This design comes from an exercise in tuning for small area and a short achievable clock period on the open sky130 flow, not from production work. Function was not checked in any run shown here: the RTL went through the layout flow alone. No activity file was given, so power comes from the tool's default toggle rates.

==> flow/design.v <==
`timescale 1ns/1ns
module fifo(clock,reset,pin,sin,din,pout,dout, TM, SI, S0);
input clock,reset;
input pin, sin;
input [8:0] din;
output pout;
output [8:0] dout;
output S0;
input TM, SI;
reg [4:0]   memw, memr;    
reg         ne;            
reg         full;          
reg         one;           
reg [8:0]   dq;            
reg [287:0] mem;           
assign pout = ne;
assign S0   = memw[4];
assign dout = dq;
wire write = pin & ~full;
wire pop   = ~sin & ne;
wire [4:0] w1 = memw + 5'd1;
wire [4:0] r1 = memr + 5'd1;
wire [4:0] wt = {memw[3:0], memr[4]};       
wire two    = (memw == memr + 5'd2);          
wire thirty = ((memw + 5'd2) == memr);        
wire e0     = (memw[3:0] == memr[3:0]);
wire e1     = (memw[3:0] == memr[3:0] + 4'd1);
wire e15    = (memw[3:0] + 4'd1 == memr[3:0]);
wire tbh    = (memw[4:1] == memr[3:0]);
wire tby0   = tbh & ~memw[0];                 
wire tby1   = tbh &  memw[0];                 
wire [31:0] wdec = 32'd1 << memw;
integer i;
always @(posedge clock)
  for (i = 0; i < 32; i = i + 1)
    if (write & wdec[i]) mem[9*i +: 9] <= din;
wire [4:0] rn = ~memr;
wire       tn = ~TM, sn = ~SI;
wire [7:0] hn, ht;                   
wire [3:0] ln, lt;                   
genvar e, b, k;
generate
  for (e = 0; e < 8; e = e + 1) begin : g_hi
    fifo_and3 un (.a(e & 4 ? memr[4] : rn[4]), .b(e & 2 ? memr[3] : rn[3]),
                  .c(e & 1 ? memr[2] : rn[2]), .x(hn[e]));
    fifo_and3 ut (.a(e & 4 ? memr[3] : rn[3]), .b(e & 2 ? memr[2] : rn[2]),
                  .c(e & 1 ? memr[1] : rn[1]), .x(ht[e]));
  end
  for (e = 0; e < 4; e = e + 1) begin : g_lo
    fifo_and3 un (.a(tn), .b(e & 2 ? memr[1] : rn[1]),
                  .c(e & 1 ? memr[0] : rn[0]), .x(ln[e]));
    fifo_and3 ut (.a(TM), .b(e & 2 ? memr[0] : rn[0]),
                  .c(e & 1 ? SI : sn), .x(lt[e]));
  end
endgenerate
wire [31:0] sel;
generate
  for (e = 0; e < 32; e = e + 1) begin : g_sel
    fifo_ao22 u (.a1(hn[((e + 31) % 32) / 4]), .a2(ln[(e + 31) % 4]),
                 .b1(ht[e / 4]),               .b2(lt[e % 4]),
                 .x(sel[e]));
  end
endgenerate
wire byp = write & (TM ? (SI ? tby1 : tby0) : (pop ? one : ~ne));
wire ld  = byp | TM | pop;        
wire nbyp = ~byp;
wire rdl = nbyp & (TM | pop);     
wire [8:0] dnext;
generate
  for (b = 0; b < 9; b = b + 1) begin : g_rd
    wire [3:0] g;
    wire [1:0] t;
    wire       h;
    for (e = 0; e < 4; e = e + 1) begin : g_grp
      wire [7:0] m;
      for (k = 0; k < 8; k = k + 1) begin : g_m
        assign m[k] = mem[9*(8*e+k)+b];
      end
      fifo_andor8 u (.s(sel[8*e +: 8]), .m(m), .y(g[e]));
    end
    fifo_nor2   u0 (.a(g[0]), .b(g[1]), .y(t[0]));
    fifo_nor2   u1 (.a(g[2]), .b(g[3]), .y(t[1]));
    fifo_o22ai  u2 (.a1(ld), .a2(dq[b]), .b1(nbyp), .b2(din[b]), .y(h));
    fifo_a31oi  u3 (.a1(rdl), .a2(t[0]), .a3(t[1]), .b1(h), .y(dnext[b]));
  end
endgenerate
always @(posedge clock)
  dq <= dnext;
always @(posedge clock or posedge reset) begin
  if (reset) begin
    memw <= 5'd0;
    memr <= 5'd0;
    ne   <= 1'b0;
    full <= 1'b0;
    one  <= 1'b0;
  end else if (TM) begin
    memw <= wt;
    memr <= {memr[3:0], SI};
    ne   <= ~(e0 & (memr[4] == SI));
    full <= SI ? (~memr[4] & e0) : (memr[4] & e15);
    one  <= SI ? (~memr[4] & e1) : (memr[4] & e0);
  end else begin
    memw <= write ? w1 : memw;
    memr <= pop ? r1 : memr;
    if (write & ~pop) begin
      ne   <= 1'b1;
      full <= thirty;
      one  <= ~ne;
    end else if (pop & ~write) begin
      ne   <= ~one;
      full <= 1'b0;
      one  <= two;
    end
  end
end
endmodule
module fifo_and3(input a, b, c, output x);
  assign x = a & b & c;
endmodule
module fifo_nor2(input a, b, output y);
  assign y = ~(a | b);
endmodule
module fifo_o22ai(input a1, a2, b1, b2, output y);
  assign y = ~((a1 | a2) & (b1 | b2));
endmodule
module fifo_a31oi(input a1, a2, a3, b1, output y);
  assign y = ~((a1 & a2 & a3) | b1);
endmodule
module fifo_ao22(input a1, a2, b1, b2, output x);
  assign x = (a1 & a2) | (b1 & b2);
endmodule
module fifo_andor8(input [7:0] s, input [7:0] m, output y);
  assign y = |(s & m);
endmodule
==> flow/flow/run.sh <==
#!/bin/bash
# Layout flow: the standard ORFS flow (standard.sh), with two changes:
#  - the port buffers are plain buf_2 cells instead of the delay cells
#    buffer_ports picks by default;
#  - the clock tree uses larger sink clusters and no dummy loads.
# make's full output goes to flow.log in the work folder; ORFS keeps each
# step's own log under orfs/logs/.
set -euo pipefail
export BUFFER_PORTS_ARGS="-buffer_cell sky130_fd_sc_hd__buf_2"
export CTS_ARGS="-sink_clustering_enable -repair_clock_nets -dont_use_dummy_load -sink_clustering_size 30 -sink_clustering_max_diameter 80 -buf_list {sky130_fd_sc_hd__clkbuf_8 sky130_fd_sc_hd__clkbuf_16}"
bash standard.sh > flow.log 2>&1
==> flow/standard.sh <==
#!/bin/bash
# synth_recipe.tcl (not shown) runs the flow's synth.tcl, then flattens the netlist and writes it again
# the make line also repeats each setting of config.mk as NAME=value (left out here)
make -C /OpenROAD-flow-scripts/flow DESIGN_CONFIG=/design/flow/config.mk WORK_HOME=/design/flow/orfs CLKGATE_MAP_FILE= SYNTH_SCRIPT=/design/flow/synth_recipe.tcl "${@:-finish}"
==> flow/config.mk <==
export PLATFORM = sky130hd
export DESIGN_NAME = fifo
export DESIGN_NICKNAME = fifo
export VERILOG_FILES = /design/flow/design.v
export SDC_FILE = /design/flow/constraint.sdc
export NUM_CORES = 4
export LEC_CHECK = 0
export CAP_MARGIN = 20
export CORE_MARGIN = 2
export CORE_UTILIZATION = 65
export SETUP_SLACK_MARGIN = 1.6
export SLEW_MARGIN = 20
export SYNTH_HIERARCHICAL = 1
==> flow/constraint.sdc <==
create_clock -name core_clock -period 3.5 [get_ports {clock}]
set_input_delay 0.7000 -clock core_clock [delete_from_list [all_inputs] [get_ports {clock}]]
set_output_delay 0.7000 -clock core_clock [all_outputs]
set_load 0.01 [all_outputs]
==> results.json, run 1 <==
{
  "fin_nets": 858,
  "report.final.slew_viol_count": 0,
  "core_area_sq_um": 18520,
  "mappedNetlistArea_sq_um": 12170,
  "overflow": 0,
  "drc_errors": 0,
  "n_antenna_cell": 0,
  "die_w_um": 140.8,
  "finalPower_mw": 8.842,
  "cts_tree": "built",
  "cap_violations": 0,
  "ys_ff_latch": 310,
  "crit_fanout": 11,
  "grt_max_degree": 34,
  "synth_cells": 764,
  "synthToLayoutAreaGrowth_pct": 17.00,
  "cts_root_buf": "clkbuf_16",
  "post-route-min-period_ps": 2145,
  "hold_viol": 0,
  "period_share_pct": 61.29,
  "cts_max_level": 1,
  "criticalPathCategory": "reg2reg",
  "die_area_sq_um": 19830,
  "ys_seq_area_share_pct": 75.24,
  "drive_above_1_share_pct": 28.49,
  "antenna_found_initial": 0,
  "place_congestion": 0.8853,
  "p_leak_nw": 4.517,
  "rsz0062_at_grt": "true",
  "finalSetupTns_ps": 0,
  "max_slew_margin_pct": 46.14,
  "gr-usage-met2_pct": 51.35,
  "dr.pass1.iters": 5,
  "required_ps": 3890,
  "rrSetupSlack_ps": 1350,
  "cts.sinks": 310,
  "wirelength_um": 32790,
  "ys_warn_count": 7,
  "yosys.area.top_type": "edfxtp_1",
  "holdWs_ps": 225.4,
  "syn_avg_cell_area_sq_um": 15.92,
  "setup_viol": 0,
  "ant_nets": 0,
  "die-height_um": 140.8,
  "port-buffer-count": 25,
  "netlist_top_cells_area": "edfxtp_1 71%, a22oi_1 8.9%, dfrtp_1 2.7%, a22o_1 2.4%, nand4_1 1.9%",
  "dp_hpwl_um": 19930,
  "startpoint_type": "flip-flop",
  "r2r_end": "dq[1]",
  "track_usage_pct": 33.68,
  "vias": 7800,
  "clock_latency_ps": 510,
  "powerDensity_nw_per_um2": 621.2,
  "peakVddDrop_mv": 0.5787,
  "finClkSkew_ps": 42.60,
  "rr_startpoint": "memr[3]",
  "drtIter0Drc": 1106,
  "ys_types": 38,
  "worstPathArrival_ps": 2530,
  "n_fill_cell": 1079,
  "outcome": "timing/DRC/antenna clean",
  "initial_utilization_pct": 65.70,
  "worstMarginPinSlew_ps": 807.9,
  "busiest_layer": "met1",
  "grtUsageMet1_pct": 52.07,
  "endpoint_kind": "flip-flop",
  "clkTransAtPathRegs_ps": 110,
  "cts-buffers-inserted": 14,
  "max_freq_ghz": 0.4661,
  "synth_top_area_share_pct": 71.09,
  "wl_per_cell_um": 30.76,
  "grtUsageMet3_pct": 5.537,
  "synth.net_count": 788,
  "clock_path_buffers": 3,
  "ios": 26,
  "grt_pass1_wl_um": 48810,
  "grt_pass1_vias": 7601,
  "fin_util_pct": 76.86,
  "hp-class": "in2async",
  "ff2ff_path_depth": 8,
  "row_count": 50,
  "via_per_inst": 7.317
}
critical path: stages (launching register included):
cell and delay (ps):
dfrtp_1 390, buf_12 140, clkinvlp_4 140, and3_4 240
a22o_4 290, a22oi_1 210, nand4_1 280, nor2_4 240
a31oi_1 100
cells by family (layout without fill, tap and decap cells):
| family | after synthesis | after routing | share of synthesized area, % |
|---|---|---|---|
| xor gates and xnor gates | 29 | 29 | 2.355 |
| muxes | 2 | 2 | 0.1646 |
| adders and majority gates | 9 | 9 | 0.9257 |
| buffers and inverters | 27 | 90 | 0.9359 |
| DFF | 310 | 310 | 75.24 |
| AOI/OAI and AO/OA | 220 | 225 | 13.41 |
| and+or+nand+nor | 167 | 167 | 6.963 |
placed cells by master (no fill, tap or decap), types with 12 or more instances in the layout:
cell type / count
a22o_4: 25
xnor2_1: 17
a22oi_1: 115
buf_2: 25
buf_12: 13
buf_4: 25
and3_4: 18
nor2_4: 33
nor2_1: 16
a22oi_2: 29
nand2_1: 18
nand4_1: 37
clkbuf_16: 14
a22o_2: 12
edfxtp_1: 288
Yosys stat by module (local to each module, per instance), excerpt:
module       cells  copies in the design  area (sq um)
fifo_a31oi       1                     9         6.256
fifo           492                     1         10250
fifo_ao22        1                    32         8.758
fifo_and3        1                    24         6.256
fifo_o22ai       1                     9         6.256
fifo_andor8      5                    36         36.28
how the worst max path moves through the flow:
stage	start	end	slack, ps
2_1_floorplan	pin	mem[108]	1480
3_3_place_gp	TM	dq[8]	700
3_5_place_dp	TM	dq[1]	640
4_1_cts	memr[3]	dq[1]	1470
5_1_grt	memr[3]	dq[3]	1280
6_report	memr[3]	dq[1]	1350
cells in the mapped netlist:
cell type / instances
a211oi_1: 1
a21oi_1: 8
a221oi_1: 1
a22o_1: 33
a22oi_1: 144
a31oi_1: 10
a32oi_1: 1
a41o_1: 1
and3_1: 25
and4_1: 1
buf_2: 7
buf_4: 1
clkbuf_1: 8
dfrtp_1: 13
dfxtp_1: 9
edfxtp_1: 288
ha_1: 9
inv_1: 11
mux2i_1: 2
nand2_1: 21
nand2b_1: 7
nand3_1: 8
nand4_1: 37
nand4b_1: 1
nor2_1: 58
nor2b_1: 5
nor3_1: 1
nor4_1: 1
nor4_2: 1
o21ai_0: 10
o22a_1: 1
o22ai_1: 9
o2bb2ai_1: 1
or2_2: 1
xnor2_1: 17
xnor3_1: 1
xor2_1: 10
xor2_4: 1
through the flow:
step	worst slack (ps)	cell area, sq um	instances
finish	1355	14230	1066
global route	1282	14230	1066
CTS	1470	14020	1063
detailed placement	644.9	12750	1014
global placement	697.3	12750	1014
floorplan	1481	12350	764
power breakdown:
part           leakage (nW)  switching [mW]  internal (mW)  total [mW]
combinational          1.52            1.60          0.918        2.52
sequential             2.82           0.214           4.36        4.57
clock                 0.173            1.02          0.725        1.75
total                  4.52            2.84           6.00        8.84
state kept, by name (all words and copies together) (netlist names):
signal  cells
full        1
dq          9
memr        5
one         1
memw        5
ne          1
mem       288
cell type report:
type	instances	area (sq um)	area share (%)
repair inverters	1	7.507	0.05274
flip-flops and latches	310	9163	64.37
inverters	11	45.04	0.3165
multi-input cells	432	3791	26.63
clock buffers	14	350.3	2.461
well taps	234	292.8	2.057
repair buffers	64	584.3	4.105
timing repair:
item / CTS / global route
setup buffers: 29 / 3
gates resized for setup: 142 / 36
setup endpoints to repair: 173 / 209
hold buffers: 0 / 0
pin swaps: 40 / 26
gates cloned: 6 / 0
per-layer routing:
layer	vias up	wire [um]
met5	-	0
met3	87	3466
met2	529	15020
met1	3907	13300
met4	0	999
li1	3277	-
==> inputs of run 2 (changes only) <==
--- a/flow/config.mk
+++ b/flow/config.mk
@@ -10,4 +10,5 @@
 export CORE_UTILIZATION = 65
-export SETUP_SLACK_MARGIN = 1.6
+export SETUP_SLACK_MARGIN = 1.7
 export SLEW_MARGIN = 20
 export SYNTH_HIERARCHICAL = 1
+export TNS_END_PERCENT = 20
==> results.json, run 2 <==
{
  "regArea_sq_um": 9163,
  "n_fill_cell": 1039,
  "async_flop_share_pct": 4.194,
  "criticalPathCategory": "reg2reg",
  "outcome": "timing/DRC/antenna clean",
  "seqPwrFrac_pct": 52.1,
  "largest_register_ffs": 288,
  "cts_root_buf": "clkbuf_16",
  "drtIter0Drc": 843,
  "ant_nets": 0,
  "finalSetupTns_ps": 0,
  "core_area_sq_um": 18520,
  "clock_latency_ps": 500,
  "synth_cells": 764,
  "max_slew_margin_pct": 47.67,
  "worstPathArrival_ps": 2440,
  "clock_path_buffers": 3,
  "hp-class": "in2async",
  "grt_pass1_wl_um": 45840,
  "post-route-min-period_ps": 2111,
  "rsz0062_at_grt": "true",
  "top_register": "mem",
  "report.final.slew_viol_count": 0,
  "max_freq_ghz": 0.4736,
  "place_congestion": 0.9494,
  "dp_hpwl_um": 19890,
  "cts_max_level": 1,
  "clockPowerShare_pct": 19.5,
  "layout_common_cells": "288 x edfxtp_1, 108 x a22oi_1, 37 x nand4_1",
  "cap_violations": 0,
  "synth_flop_cell": "edfxtp_1",
  "hold_viol": 0,
  "finalPower_mw": 8.921,
  "ys_types": 38,
  "synth_edf_count": 288,
  "fin_util_pct": 77.57,
  "cts_tree": "built",
  "syn_avg_cell_area_sq_um": 15.92,
  "ys_warn_count": 7,
  "cts-buffers-inserted": 14,
  "grt_max_degree": 34,
  "vias": 7714,
  "crit_family": "simple AND/OR/NAND/NOR gates",
  "stdcell_area_sq_um": 14370,
  "initial_utilization_pct": 65.70,
  "drc_errors": 0,
  "p_int_mw": 6.019,
  "setup_viol": 0,
  "path_cells": "buf_8 -> clkinvlp_4 -> and3_2 -> a22o_4 -> a22oi_1 -> nand4_1 -> nor2_1 -> a31oi_1",
  "setup_ws_ps": 1389,
  "yosys.area.top_type": "edfxtp_1",
  "ios": 26,
  "grt_pass1_vias": 7482,
  "slowest_delay_ps": 360,
  "worstMarginPinSlew_ps": 783.3,
  "drive_above_1_share_pct": 30.59,
  "p_sw_mw": 2.902,
  "synth_top_cells_by_count": "288 x edfxtp_1, 144 x a22oi_1, 58 x nor2_1, 37 x nand4_1, 33 x a22o_1",
  "antenna_found_initial": 0,
  "wl_per_cell_um": 30.58,
  "synth.most_common_cell": "edfxtp_1",
  "die-height_um": 140.8,
  "reg_top3": "mem: 288 flops, dq: 9 flops",
  "synth_top_area_share_pct": 71.09,
  "startpoint_type": "flip-flop",
  "netlist_top_cells_area": "edfxtp_1 71%, a22oi_1 8.9%, dfrtp_1 2.7%, a22o_1 2.4%, nand4_1 1.9%",
  "multi_input_area_sq_um": 3885,
  "via_per_inst": 7.203,
  "pre_cts_ws_ps": 693.3,
  "die_area_sq_um": 19830,
  "endpoint_kind": "flip-flop",
  "cts.sinks": 310,
  "clkTransAtPathRegs_ps": 110,
  "synthToLayoutAreaGrowth_pct": 18.08,
  "layout_commonest_cell": "edfxtp_1",
  "powerDensity_nw_per_um2": 621.0,
  "p_leak_nw": 4.559,
  "peakVddDrop_mv": 0.6566,
  "place_area_sq_um": 12950,
  "finClkSkew_ps": 50.36,
  "period_share_pct": 60.32,
  "power_frac_comb_pct": 28.4,
  "ys_seq_area_share_pct": 75.24,
  "track_usage_pct": 31.72,
  "n_antenna_cell": 0,
  "fin_nets": 863,
  "overflow": 0,
  "netSwitchingFraction_pct": 32.53,
  "row_count": 50,
  "wirelength_um": 32750,
  "die_w_um": 140.8,
  "required_ps": 3830,
  "ys_ff_latch": 310,
  "dr.pass1.iters": 6,
  "crit_buf_inv": 2,
  "mappedNetlistArea_sq_um": 12170,
  "cp_slowest_cell": "dfrtp_1",
  "synth.net_count": 788,
  "crit_fanout": 9,
  "port-buffer-count": 25
}
[run 2: cell type report]
class,instances,share of cell area [%]
clock buffers,14,2.439
inverters,11,0.3397
multi-input cells,432,27.04
flip-flops and latches,310,63.78
well taps,234,2.038
repair buffers,69,4.303
repair inverters,1,0.05226
[run 2: logic make-up after synthesis]
kind of cell	Yosys count	share of synthesized area, %
xor gates and xnor gates	29	2.355
adders and majority gates	9	0.9257
DFF	310	75.24
AOI/OAI and AO/OA	220	13.41
and+or+nand+nor	167	6.963
muxes	2	0.1646
buffers and inverters	27	0.9359
[run 2: metrics by stage]
step	hold slack, ps	std cells
4_1_cts	258.8	1055
3_3_place_gp	567.2	1012
3_5_place_dp	575.0	1012
5_1_grt	292.4	1071
6_report	241.2	1071
2_1_floorplan	562.9	764
[run 2: power groups by stage]
stage,clock [mW],sequential (mW),combinational (mW)
floorplan,0,4.57,1.39
finish,1.74,4.65,2.53
detailed placement,0,4.71,1.93
global route,1.87,4.67,2.64
global placement,0,4.70,1.89
CTS,1.75,4.63,2.25
[run 2: timing repair]
action,CTS,global route
setup buffers,27,11
endpoints found under the setup margin,302,292
endpoints found under the hold margin,0,0
hold buffers,0,0
gates resized for setup,109,44
pin swaps,33,27
cloned,2,5
[run 2: final timing paths]
| path | from | slack, ps | cells past startpoint | end |
|---|---|---|---|---|
| min in group core_clock | dq[1] | 590 | 2 | dq[1] |
| setup reg to reg | memr[3] | 1390 | 8 | dq[5] |
| setup / recovery | memr[3] | 1390 | 8 | dq[5] |
| hold / removal | reset | 240 | 2 | one |
| hold reg to reg | dq[1] | 590 | 2 | dq[1] |
| max in group asynchronous | reset | 2810 | 2 | memw[4] |
[run 2: Yosys stat by module, one instance, submodules excluded]
module	cells	times used
fifo	492	1
fifo_and3	1	24
fifo_a31oi	1	9
fifo_ao22	1	32
fifo_nor2	1	18
fifo_andor8	5	36
fifo_o22ai	1	9
[run 2: layer usage]
layer  wire (um)  share of wire, %  vias up  global-route usage [%]
li1            -                 -     3282                       -
met1       12180                37     3896                   42.92
met2       16320                50      433                   53.07
met3        2581               7.9      103                   3.499
met4        1665               5.1        0                   14.16
met5           0                 0        -                       0
==> inputs of run 3 (changes only) <==
--- a/flow/config.mk
+++ b/flow/config.mk
@@ -10,5 +10,4 @@
 export CORE_UTILIZATION = 65
-export SETUP_SLACK_MARGIN = 1.7
+export SETUP_SLACK_MARGIN = 1.45
 export SLEW_MARGIN = 20
 export SYNTH_HIERARCHICAL = 1
-export TNS_END_PERCENT = 20
==> results.json, run 3 <==
{
  "cts.sinks": 310,
  "drc_errors": 0,
  "cts-buffers-inserted": 14,
  "overflow": 0,
  "cts_root_buf": "clkbuf_16",
  "crit_fanout": 7,
  "die_area_sq_um": 19830,
  "finalSetupTns_ps": 0,
  "initial_utilization_pct": 65.70,
  "max_freq_ghz": 0.4590,
  "required_ps": 3850,
  "synth_edf_count": 288,
  "report.final.slew_viol_count": 0,
  "cap_violations": 0,
  "placed_cells": 1027,
  "clock_latency_ps": 500,
  "cp.depth": 8,
  "yosys.area.top_type": "edfxtp_1",
  "antenna_found_initial": 0,
  "synth-compound-area-share_pct": 13.41,
  "wirelength_um": 32690,
  "worstMarginPinSlew_ps": 781.4,
  "finClkSkew_ps": 37.87,
  "die_w_um": 140.8,
  "ios": 26,
  "holdWs_ps": 239.5,
  "synth_flop_cell": "edfxtp_1",
  "powerDensity_nw_per_um2": 616.2,
  "n_antenna_cell": 0,
  "ys_types": 38,
  "largest_register_ffs": 288,
  "rr_startpoint": "memr[1]",
  "synth_top_family_by_area": "compound AO/OA/AOI/OAI gates",
  "wl_per_cell_um": 30.38,
  "period_share_pct": 62.25,
  "fin_nets": 868,
  "setup_viol": 0,
  "cp_slowest_cell": "dfrtp_2",
  "reg_top3": "mem: 288 flops, dq: 9 flops",
  "dp_hpwl_um": 19510,
  "crit_buf_inv": 2,
  "cts_tree": "built",
  "mappedNetlistArea_sq_um": 12170,
  "synth.most_common_cell": "edfxtp_1",
  "dr.pass1.iters": 5,
  "p_leak_nw": 4.571,
  "core_area_sq_um": 18520,
  "drive_above_1_share_pct": 26.13,
  "cts_max_level": 1,
  "finalPower_mw": 8.630,
  "fin_util_pct": 75.63,
  "via_per_inst": 7.308,
  "slowest_delay_ps": 430,
  "fin_cells": 1076,
  "endpoint_kind": "flip-flop",
  "synth.net_count": 788,
  "hold_viol": 0,
  "grtUsageMet3_pct": 4.042,
  "clock_path_buffers": 3,
  "pre_cts_ws_ps": 634.9,
  "async_flop_share_pct": 4.194,
  "outcome": "timing/DRC/antenna clean",
  "netlist_top_cells_area": "edfxtp_1 71%, a22oi_1 8.9%, dfrtp_1 2.7%, a22o_1 2.4%, nand4_1 1.9%",
  "vias": 7863,
  "n_fill_cell": 1090,
  "critPathCapture": "dq[4]",
  "rrSetupSlack_ps": 1320,
  "criticalPathCategory": "reg2reg",
  "place_area_sq_um": 12670,
  "ant_nets": 0,
  "post-route-min-period_ps": 2179,
  "die-height_um": 140.8,
  "gr-usage-met2_pct": 45.73,
  "layout_commonest_cell": "edfxtp_1",
  "max_slew_margin_pct": 47.91,
  "crit_family": "simple AND/OR/NAND/NOR gates",
  "syn_avg_cell_area_sq_um": 15.92,
  "row_count": 50,
  "synthToLayoutAreaGrowth_pct": 15.12,
  "top_register": "mem",
  "synth-adder-area-share_pct": 0.9256,
  "rsz0062_at_grt": "true",
  "synth_top_cells_by_count": "288 x edfxtp_1, 144 x a22oi_1, 58 x nor2_1, 37 x nand4_1, 33 x a22o_1",
  "startpoint_type": "flip-flop",
  "ff2ff_path_depth": 8,
  "path_cells": "inv_1 -> and3_4 -> a22o_4 -> buf_4 -> a22oi_2 -> nand4_1 -> nor2_1 -> a31oi_1",
  "stdcell_area_sq_um": 14000,
  "track_usage_pct": 30.74,
  "drtIter0Drc": 1114,
  "layout_common_cells": "288 x edfxtp_1, 116 x a22oi_1, 40 x buf_4",
  "synthMuxAreaShare_pct": 0.1646,
  "grt_max_degree": 34,
  "ys_warn_count": 7,
  "synth_top_area_share_pct": 71.09,
  "setup_ws_ps": 1321,
  "port-buffer-count": 25,
  "busiest_layer": "met1",
  "ys_seq_area_share_pct": 75.24,
  "grt_pass1_wl_um": 44860,
  "hp-class": "in2async",
  "synth_xor_area_share_pct": 2.355,
  "synth_cells": 764,
  "peakVddDrop_mv": 0.4350,
  "crit_start": "memr[1]",
  "worstPathArrival_ps": 2520,
  "grtUsageMet1_pct": 49.35,
  "ys_ff_latch": 310,
  "grt_pass1_vias": 7098,
  "r2r_end": "dq[4]",
  "synth_simple_gate_area_share_pct": 6.963,
  "place_congestion": 0.9684,
  "clkTransAtPathRegs_ps": 110
}
==> run 3: worst min-delay path by stage <==
stage	from	cells after the start	slack, ps	to
global placement	dq[6]	2	560	dq[6]
floorplan	full	2	560	full
global route	reset	2	270	one
detailed placement	dq[6]	2	560	dq[6]
finish	reset	2	240	memr[3]
CTS	reset	2	250	one
==> run 3: worst register-to-register path: cells and delay by family, from the launching register on <==
| family | cells | cell delay (ps) |
|---|---|---|
| AO/OA/AOI/OAI | 3 | 550 |
| buffers and inverters | 2 | 330 |
| flip-flops | 1 | 430 |
| AND/OR/NAND/NOR | 3 | 750 |
==> run 3: cells by family (layout without fill, tap and decap cells) <==
family | Yosys count | after routing
buffers and inverters | 27 | 95
DFF | 310 | 310
muxes | 2 | 2
adders and majority gates | 9 | 9
and+or+nand+nor | 167 | 167
AOI/OAI and AO/OA | 220 | 230
xor gates and xnor gates | 29 | 29
==> run 3: power by group <==
group	leakage, nW	total [mW]	switching, mW	internal, mW
Sequential	2.82	4.60	0.246	4.35
Clock	0.173	1.75	1.02	0.725
Combinational	1.57	2.28	1.44	0.838
==> run 3: layer usage <==
layer	wire, um	vias up	part of all wire [%]
met2	14840	546	45
li1	-	3313	-
met4	978	0	3.0
met5	0	-	0
met1	12970	3935	40
met3	3896	69	12
==> run 3: what timing repair did <==
action	CTS	global route
setup endpoints to repair	118	135
pin swaps	11	38
buffers inserted	9	15
hold buffers	0	0
gates cloned	2	9
gates resized for setup	77	117
==> run 3: modules after synthesis (local to each module, per instance) <==
module       times used  cell area, sq um  cells inside
fifo                  1             10250           492
fifo_a31oi            9             6.256             1
fifo_and3            24             6.256             1
fifo_andor8          36             36.28             5
fifo_ao22            32             8.758             1
fifo_nor2            18             3.754             1
fifo_o22ai            9             6.256             1
==> run 3: area by class of cell <==
class                      instances  area (sq um)  area share, %
sequential                       310          9161          65.42
multi-input combinational        437          3670          26.20
timing repair buffer              70         485.5          3.466
clock buffer                      14         350.3          2.502
tap                              234         292.8          2.091
inverter                          11         45.04         0.3216

==> separate check: timing with driven ports <==
The flow's constraints put no driver on any port. The routed layouts listed below were extracted and timed again, unchanged, in two steps.
Step 1: set_driving_cell puts a clkbuf_16 on clock and a buf_2 on each other input, an assumption about the parent block.
Step 2 moves the port delays by t, midway between the first and last clock arrival at a register: inputs arrive t later, outputs are due t later. That takes back most of the time a late clock gives input paths.
Three values: no drivers, after step 1, after step 2; two values: the first two.
| run | t, ns | slack for setup (ns) | worst slew at a driven data input, ns | cell pins on the clock port's net |
|---|---|---|---|---|
| run 1 | 0.532 | 1.355 / 1.355 / 0.886 | 0.03 | 1 |
| run 2 | 0.518 | 1.389 / 1.389 / 0.922 | 0.04 | 1 |
| run 3 | 0.534 | 1.321 / 1.321 / 0.850 | 0.03 | 1 |
After both steps every run listed still meets setup and hold. The setup slack of run 3, which loses most, moves by 0.000 ns with the drivers and by -0.471 ns with both steps.
